From an optimization exercise on the open Yosys and OpenROAD flow, aimed at small area; shortcuts taken in it are not production practice.
At most, simulation tests tie the RTL to the original design; equivalence was not proved.
The clock port is modelled as an ideal driver; clocking choices that lean on that would not hold on a real chip.
Power is estimated from default activity; no workload was simulated.

==> flow/design.v <==
module hex_to_decimal(
	input		CLK,
	input		RST,
	input		INP_VALID,
	input	[15:0]	INP_HEX_DATA,
	output reg [15:0] OUT_DEC_DATA
);
reg	[18:0]	sr_n;	 
wire	[18:0]	sr = ~sr_n;
reg	[3:0]	cnt;
wire	done = &cnt;
wire	en1 = cnt[3] | cnt[2];
wire	en2 = cnt[3];
wire	en3 = cnt[3] & cnt[2];
function [3:0] dbl;
	input [3:0] x;
	input en;
	reg c;
	begin
		c = en & (x[3] | (x[2] & (x[1] | x[0])));
		dbl[3] = x[3] | c;
		dbl[2] = c ? (x[3] & x[0]) : x[2];
		dbl[1] = c ? ~(x[1] ^ x[0]) : x[1];
		dbl[0] = x[0] ^ c;
	end
endfunction
wire	[3:0]	d0 = dbl(sr[3:0], 1'b1);
wire	[3:0]	d1 = dbl(sr[7:4], en1);
wire	[3:0]	d2 = dbl(sr[11:8], en2);
wire	[3:0]	d3 = dbl(sr[15:12], en3);
wire	[18:0]	step = {sr[17:15], d3[2:0], d2, d1, d0, sr[18]};
always @(posedge CLK)
begin
	if(INP_VALID)
		sr_n	<=	~{INP_HEX_DATA[13:0], 3'b000, INP_HEX_DATA[15:14]};
	else
		sr_n	<=	~step;
end
always @(posedge CLK or posedge RST)
begin
	if(RST)
	begin
		cnt		<=	4'h0;
		OUT_DEC_DATA	<=	16'h0000;
	end
	else
	begin
		cnt[0]	<=	INP_VALID | ((|cnt[3:1]) & ~cnt[0]);
		cnt[1]	<=	~INP_VALID & (cnt[1] ^ cnt[0]);
		cnt[2]	<=	~INP_VALID & (cnt[2] ^ (cnt[1] & cnt[0]));
		cnt[3]	<=	~INP_VALID & (cnt[3] ^ (cnt[2] & cnt[1] & cnt[0]));
		if(done)
			OUT_DEC_DATA	<=	sr[15:0];
	end
end
endmodule
==> flow/config.mk <==
export PLATFORM = sky130hd
export DESIGN_NAME = hex_to_decimal
export DESIGN_NICKNAME = hex_to_decimal
export VERILOG_FILES = /design/flow/design.v
export SDC_FILE = /design/flow/constraint.sdc
export NUM_CORES = 4
export LEC_CHECK = 0
export CAP_MARGIN = 20
export CORE_MARGIN = 2
export CORE_UTILIZATION = 40
export GPL_TIMING_DRIVEN = 0
export SLEW_MARGIN = 20
==> flow/constraint.sdc <==
create_clock -name core_clock -period 3.0 [get_ports {CLK}]
set_input_delay 0.6000 -clock core_clock [delete_from_list [all_inputs] [get_ports {CLK}]]
set_output_delay 0.6000 -clock core_clock [all_outputs]
set_load 0.01 [all_outputs]
standard.sh (not shown) runs the stock make flow with config.mk's settings and CLKGATE_MAP_FILE= SYNTH_SCRIPT=/design/flow/synth_recipe.tcl, a recipe that flattens the netlist after the stock synthesis.
==> flow/flow/run.sh <==
#!/bin/bash
# The standard ORFS layout, with these changes, which only save area:
#  - synthesis maps the logic with an area-oriented ABC script (flow/area.abc);
#  - every port gets the smallest buffer, sky130_fd_sc_hd__buf_1;
#  - after global placement every logic cell is swapped for the smallest cell
#    of the same function (flow/downsize.tcl); the repair steps after it fix
#    any slew, capacitance or timing this breaks;
#  - the clock tree is built without dummy loads, and its root buffer, which
#    drives only the leaf buffers, is the smallest clock buffer.
# Each tool's output stays in orfs/logs/, and make's in make_*.log here.
set -euo pipefail
here=$(pwd)
export FLOW_ABC_SCRIPT=$here/flow/area.abc
export FLOW_SYNTH_TCL=$here/synth_recipe.tcl
bash standard.sh "SYNTH_SCRIPT=$here/flow/synth.tcl" synth > make_synth.log 2>&1
bash standard.sh \
  "SYNTH_SCRIPT=$here/flow/synth.tcl" \
  "BUFFER_PORTS_ARGS=-buffer_cell sky130_fd_sc_hd__buf_1" \
  "POST_GLOBAL_PLACE_TCL=$here/flow/downsize.tcl" \
  "POST_CTS_TCL=$here/flow/post_cts.tcl" \
  "CTS_ARGS=-sink_clustering_enable -repair_clock_nets -dont_use_dummy_load -buf_list {sky130_fd_sc_hd__clkbuf_4 sky130_fd_sc_hd__clkbuf_8}" \
  finish > make_finish.log 2>&1
==> flow/flow/area.abc <==
strash
&get -n
&dch -f
&nf -a -p
&put
strash
&get -n
&dch -f
&nf -a -p
&put
strash
&get -n
&dch -f
&nf -a -p
&put
==> flow/flow/post_cts.tcl <==
# After CTS: the root buffer only drives the four leaf buffers, so the
# smallest clock buffer does; then shrink the logic again (downsize.tcl).
set root [[ord::get_db_block] findInst clkbuf_0_CLK]
if {$root ne "NULL"} {
  replace_cell clkbuf_0_CLK sky130_fd_sc_hd__clkbuf_1
}
source [file join [file dirname [info script]] downsize.tcl]
Other scripts of this flow, unchanged in this note and not shown: flow/flow/downsize.tcl, flow/flow/synth.tcl
Change:
==> flow/flow/run.sh (replaced) <==
#!/bin/bash
# The standard ORFS layout, with three changes that only save area:
#  - synthesis maps the logic with an area-oriented ABC script (flow/area.abc);
#  - every port gets the smallest buffer, sky130_fd_sc_hd__buf_1;
#  - after global placement every logic cell is swapped for the smallest cell
#    of the same function (flow/downsize.tcl); the repair steps after it fix
#    any slew, capacitance or timing this breaks;
#  - the clock tree is built without dummy loads.
# Each tool's output stays in orfs/logs/, and make's in make_*.log here.
set -euo pipefail
here=$(pwd)
export FLOW_ABC_SCRIPT=$here/flow/area.abc
export FLOW_SYNTH_TCL=$here/synth_recipe.tcl
bash standard.sh "SYNTH_SCRIPT=$here/flow/synth.tcl" synth > make_synth.log 2>&1
bash standard.sh \
  "SYNTH_SCRIPT=$here/flow/synth.tcl" \
  "BUFFER_PORTS_ARGS=-buffer_cell sky130_fd_sc_hd__buf_1" \
  "POST_GLOBAL_PLACE_TCL=$here/flow/downsize.tcl" \
  "POST_CTS_TCL=$here/flow/downsize.tcl" \
  "CTS_ARGS=-sink_clustering_enable -repair_clock_nets -dont_use_dummy_load -buf_list {sky130_fd_sc_hd__clkbuf_4 sky130_fd_sc_hd__clkbuf_8}" \
  finish > make_finish.log 2>&1
==> flow/flow/area.abc (replaced) <==
strash
dch -f
map -a -D 100000
strash
dch -f
map -a -D 100000
GPL_TIMING_DRIVEN = default   (was 0)
removed: flow/flow/post_cts.tcl
Effect: The new run finished clean; design area rose slightly; fmax fell by roughly a tenth; routed wire length rose by a few percent; non-clock buffer count rose by 2; clock skew fell by 0.0068 ns; core utilization rose by 0.47 points; setup slack gets worse by 0.26 ns; sequential power hardly moves; first-iteration DRC count rose to 5.2 times its value.
Change:
==> flow/flow/area.abc (replaced) <==
strash
&get -n
&dch -f
&nf -a -p
&put
strash
&get -n
&dch -f
&nf -a -p
&put
strash
&get -n
&dch -f
&nf -a -p
&put
After rerunning:
- die area went down by 0.98%
- non-clock buffer count went down by 1
- final cell count went down by 8.0%
- synthesized area went down by 1.0%
- worst setup slack improves by 0.10 ns
- design area went down by about 1.3%
- wire length went down by 4.9%
- synthesized cell count went down by 12%
Change:
--- a/flow/flow/run.sh
+++ b/flow/flow/run.sh
@@ -1,4 +1,4 @@
 #!/bin/bash
-# The standard ORFS layout, with three changes that only save area:
+# The standard ORFS layout, with these changes, which only save area:
 #  - synthesis maps the logic with an area-oriented ABC script (flow/area.abc);
 #  - every port gets the smallest buffer, sky130_fd_sc_hd__buf_1;
@@ -6,5 +6,6 @@
 #    of the same function (flow/downsize.tcl); the repair steps after it fix
 #    any slew, capacitance or timing this breaks;
-#  - the clock tree is built without dummy loads.
+#  - the clock tree is built without dummy loads, and its root buffer, which
+#    drives only the leaf buffers, is the smallest clock buffer.
 # Each tool's output stays in orfs/logs/, and make's in make_*.log here.
 set -euo pipefail
@@ -17,5 +18,5 @@
   "BUFFER_PORTS_ARGS=-buffer_cell sky130_fd_sc_hd__buf_1" \
   "POST_GLOBAL_PLACE_TCL=$here/flow/downsize.tcl" \
-  "POST_CTS_TCL=$here/flow/downsize.tcl" \
+  "POST_CTS_TCL=$here/flow/post_cts.tcl" \
   "CTS_ARGS=-sink_clustering_enable -repair_clock_nets -dont_use_dummy_load -buf_list {sky130_fd_sc_hd__clkbuf_4 sky130_fd_sc_hd__clkbuf_8}" \
   finish > make_finish.log 2>&1
==> flow/flow/area.abc (replaced) <==
strash
dc2
&get -n
&dch -f
&nf -a -p -R 200
&put
strash
&get -n
&dch -f
&nf -a -p -R 200
&put
strash
&get -n
&dch -f
&nf -a -p -R 200
&put
==> flow/flow/post_cts.tcl (new file) <==
# After CTS: the root buffer only drives the four leaf buffers, so the
# smallest clock buffer does; then shrink the logic again (downsize.tcl).
set root [[ord::get_db_block] findInst clkbuf_0_CLK]
if {$root ne "NULL"} {
  replace_cell clkbuf_0_CLK sky130_fd_sc_hd__clkbuf_1
}
source [file join [file dirname [info script]] downsize.tcl]
GPL_TIMING_DRIVEN = 0   (was default)
Outcome: Power goes down by 4.8%; core utilization came out lower by 0.71 points; final cell count does not change; synthesized cell count came out higher by 0.70%; setup slack gains 0.15 ns; non-clock buffer count decreases by 1; clock power decreases by 9.0%; flip-flop and latch count does not change; count of clock-buffer cells in the layout does not change.
Change:
==> flow/flow/run.sh (replaced) <==
#!/bin/bash
# The standard ORFS layout, with three changes that only save area:
#  - synthesis maps the logic with an area-oriented ABC script (flow/area.abc);
#  - every port gets the smallest buffer, sky130_fd_sc_hd__buf_1;
#  - after global placement every logic cell is swapped for the smallest cell
#    of the same function (flow/downsize.tcl); the repair steps after it fix
#    any slew, capacitance or timing this breaks;
#  - the clock tree is built without dummy loads.
# Each tool's output stays in orfs/logs/, and make's in make_*.log here.
set -euo pipefail
here=$(pwd)
export FLOW_ABC_SCRIPT=$here/flow/area.abc
export FLOW_SYNTH_TCL=$here/synth_recipe.tcl
bash standard.sh "SYNTH_SCRIPT=$here/flow/synth.tcl" synth > make_synth.log 2>&1
bash standard.sh \
  "SYNTH_SCRIPT=$here/flow/synth.tcl" \
  "BUFFER_PORTS_ARGS=-buffer_cell sky130_fd_sc_hd__buf_1" \
  "POST_GLOBAL_PLACE_TCL=$here/flow/downsize.tcl" \
  "POST_CTS_TCL=$here/flow/downsize.tcl" \
  "CTS_ARGS=-sink_clustering_enable -repair_clock_nets -dont_use_dummy_load -buf_list {sky130_fd_sc_hd__clkbuf_4 sky130_fd_sc_hd__clkbuf_8}" \
  finish > make_finish.log 2>&1
==> flow/flow/area.abc (replaced) <==
strash
&get -n
&dch -f
&nf -a -p
&put
strash
&get -n
&dch -f
&nf -a -p
&put
strash
&get -n
&dch -f
&nf -a -p
&put
removed: flow/flow/post_cts.tcl
Effect: The new run produced a clean layout. Setup slack got worse by 0.097 ns. Routed wire length rises by a few percent. Design area climbs slightly.

========
== job 101 ==
hex_to_decimal, a different RTL version from the one above (not shown whole).
Size in the first run: ~170 cells after synthesis, roughly 39 flip-flops.
// hex_to_decimal
module hex_to_decimal(
	input		CLK,
	input		RST,
	input		INP_VALID,
	input	[15:0]	INP_HEX_DATA,
	output reg [15:0] OUT_DEC_DATA
);
Settings: LEC_CHECK=0, CAP_MARGIN=20, CORE_MARGIN=2, CORE_UTILIZATION=40, SLEW_MARGIN=20; clock period 3.0 ns.
==> flow/flow/run.sh <==
#!/bin/bash
# Standard ORFS layout, with the smallest buffer on every port, logic cells
# shrunk to their smallest size after placement (the repair steps then fix
# what needs it), and a clock tree without dummy loads.
set -euo pipefail
here=$(pwd)
bash standard.sh \
  "BUFFER_PORTS_ARGS=-buffer_cell sky130_fd_sc_hd__buf_1" \
  "POST_GLOBAL_PLACE_TCL=$here/flow/downsize.tcl" \
  "CTS_ARGS=-sink_clustering_enable -repair_clock_nets -dont_use_dummy_load -buf_list sky130_fd_sc_hd__clkbuf_4 sky130_fd_sc_hd__clkbuf_8" \
  finish > make_finish.log 2>&1
==> flow/flow/downsize.tcl <==
# Swap every logic cell for the smallest cell with the same function; the
# repair steps that follow fix any slew, capacitance or timing this breaks.
proc my_downsize {} {
  set n 0
  foreach inst [get_cells *] {
    set lc [get_lib_cells -of_objects $inst]
    set name [get_name $lc]
    if {[string match *dfxtp* $name] || [string match *df*tp* $name] || [string match *clkbuf* $name] || [string match *tap* $name]} { continue }
    set best $lc
    set best_area [get_property $lc area]
    set equivs [sta::equiv_cells $lc]
    if {$equivs eq ""} { continue }
    foreach e $equivs {
      set en [get_name $e]
      if {[string match *lpflow* $en] || [string match *probe* $en] || [string match *clk* $en]} { continue }
      set a [get_property $e area]
      if {$a < $best_area - 1e-6} { set best $e; set best_area $a }
    }
    if {$best ne $lc} {
      replace_cell $inst $best
      incr n
    }
  }
  puts "my_downsize: resized $n cells"
}
my_downsize
Job 101: it failed with a tool error in global placement, so there are no final results.
Changes in job 102 relative to job 101:
-- flow/flow/downsize.tcl --
<<< job 101, line 5
  foreach inst [get_cells *] {
    set lc [get_lib_cells -of_objects $inst]
    set name [get_name $lc]
>>> job 102, line 5
  foreach inst [get_cells *] {
    set lc [get_lib_cells -quiet -of_objects $inst]
    if {$lc eq "" || $lc eq "NULL"} { continue }
    set name [get_name $lc]
<<< job 101, line 10
    set best_area [get_property $lc area]
    set equivs [sta::equiv_cells $lc]
    if {$equivs eq ""} { continue }
    foreach e $equivs {
      set en [get_name $e]
>>> job 102, line 11
    set best_area [get_property $lc area]
    if {![regexp {^(.*)_[0-9]+$} $name -> base]} { continue }
    foreach e [get_lib_cells */${base}_*] {
      if {![sta::equiv_cells $lc $e]} { continue }
      set en [get_name $e]
==> run notes <==
Job 102 never completed, since it errored out during clock tree synthesis.
From job 102 to job 101, post-synthesis cell type count did not move at all.
As far as area after synthesis goes, job 102 and job 101 are indistinguishable; the numbers are identical.
Comparing job 102 against job 101, there is no change at all in synthesized-area fraction occupied by adder cells.
Diff job 101..job 102 | starting density of the core | unchanged
Count of buffers from port buffering came out exactly the same in job 102 and job 101.
Diff job 101 -> job 102: synthesized instance count shows no meaningful change; flip-flop and latch count after synthesis closely matched the old numbers.
The following lists how job 103 was set up differently from job 102:
==> flow/flow/run.sh <==
#!/bin/bash
# Standard ORFS layout, with the smallest buffer on every port and a clock tree
# without dummy loads.
set -euo pipefail
bash standard.sh \
  "BUFFER_PORTS_ARGS=-buffer_cell sky130_fd_sc_hd__buf_1" \
  "CTS_ARGS=-sink_clustering_enable -repair_clock_nets -dont_use_dummy_load -buf_list sky130_fd_sc_hd__clkbuf_8" \
  finish > make_finish.log 2>&1
removed: flow/flow/downsize.tcl
==> run notes <==
- ~same share of synthesized cell area in full adder, half adder and majority cells in job 102 and job 103
- Per the final summary, job 103 finished and its layout is clean on timing, DRC and antenna.
- Comparing job 102 against job 103, there is no change at all in I/O pin total.
- Re number of I/O port buffers: no difference whatsoever between job 102 and job 103.
- Per the comparison of job 103 with job 102, compound-cell area share of the yosys netlist now sits at about the same level, net count after synthesis now sits at about the same level, gate count of the mapped netlist now sits at about the same level.
- Looking only at total placed instance area, and setting everything else aside, the lower value of job 102 and job 103 goes to job 102.
- Any difference in xor/xnor share of the synthesized area between job 103 and job 102 is small enough to ignore.
- Job 102 -> job 103: synthesized-area fraction occupied by and/or/nand/nor cells delta 0, exact match
- | summed instance area of the synthesized netlist | job 102 vs job 103 | ≈ equal |
### job 103 -> job 104
==> flow/flow/run.sh <==
#!/bin/bash
# Standard ORFS layout, with the smallest buffer on every port, logic cells
# shrunk to their smallest size after placement (the repair steps then fix
# what needs it), and a clock tree without dummy loads.
set -euo pipefail
here=$(pwd)
bash standard.sh \
  "BUFFER_PORTS_ARGS=-buffer_cell sky130_fd_sc_hd__buf_1" \
  "POST_GLOBAL_PLACE_TCL=$here/flow/downsize.tcl" \
  "CTS_ARGS=-sink_clustering_enable -repair_clock_nets -dont_use_dummy_load -buf_list sky130_fd_sc_hd__clkbuf_4 sky130_fd_sc_hd__clkbuf_8" \
  finish > make_finish.log 2>&1
==> flow/flow/downsize.tcl (new file) <==
# Swap every logic cell for the smallest cell with the same function; the
# repair steps that follow fix any slew, capacitance or timing this breaks.
proc my_downsize {} {
  set n 0
  foreach inst [get_cells *] {
    set lc [get_lib_cells -of_objects $inst]
    set name [get_name $lc]
    if {[string match *dfxtp* $name] || [string match *df*tp* $name] || [string match *clkbuf* $name] || [string match *tap* $name]} { continue }
    set best $lc
    set best_area [get_property $lc area]
    if {![regexp {^(.*)_[0-9]+$} $name -> base]} { continue }
    foreach e [get_lib_cells */${base}_*] {
      if {![sta::equiv_cells $lc $e]} { continue }
      set en [get_name $e]
      if {[string match *lpflow* $en] || [string match *probe* $en] || [string match *clk* $en]} { continue }
      set a [get_property $e area]
      if {$a < $best_area - 1e-6} { set best $e; set best_area $a }
    }
    if {$best ne $lc} {
      replace_cell $inst $best
      incr n
    }
  }
  puts "my_downsize: resized $n cells"
}
my_downsize
--- outcome ---
- global placement: job 104 exited with error
- Job 104 -> job 103: number of top-level pins delta 0, exact match
- Job 104 -> job 103: mapped cell area delta 0, exact match
- Diff job 104..job 103 | fraction of synthesized area in multiplexers | unchanged
No functional check of the RTL was part of any run of this note.

==> re-timing with driven ports <==
The results above use ideal ports. As a check the final layouts listed here were re-extracted and re-timed, cells and wires unchanged.
Step 1 (the two cells are an assumption about what drives the block):
set clk [get_ports {CLK}]
set_driving_cell -lib_cell sky130_fd_sc_hd__clkbuf_16 $clk
set_driving_cell -lib_cell sky130_fd_sc_hd__buf_2 [delete_from_list [all_inputs] $clk]
Step 2 times the ports against the registers' clock, not the clock port: input delays grow and output delays shrink by t, the midpoint of the rising clock arrivals with the driver on.
a / b / c = ideal ports / drivers / drivers and shift; a / b = the first two.
run | shift t [ns] | setup slack, ns | worst setup path after step 2 | clock arrival spread, ns | slew at the worst register clock pin (ns)
the first run of note 1 | 0.472 | 1.091 / 1.080 / 0.609 | input to register | 0.012 / 0.011 | 0.11 / 0.11
the second run of note 1 | 0.354 | 0.831 / 0.831 / 0.610 | input to register | 0.005 / 0.004 | 0.10 / 0.10
the third run of note 1 | 0.355 | 0.934 / 0.930 / 0.575 | input to register | 0.022 / 0.022 | 0.11 / 0.11
the fourth run of note 1 | 0.470 | 1.080 / 1.074 / 0.604 | input to register | 0.025 / 0.024 | 0.11 / 0.11
the fifth run of note 1 | 0.348 | 0.983 / 0.973 / 0.625 | input to register | 0.012 / 0.012 | 0.11 / 0.11
job 103 | 0.307 | 1.296 / 1.296 / 1.121 | input to register | 0.017 / 0.017 | 0.08 / 0.08
After both steps every run listed still meets setup and hold. The setup slack of the first run of note 1, which loses most, moves by -0.011 ns with the drivers and by -0.482 ns with both steps.
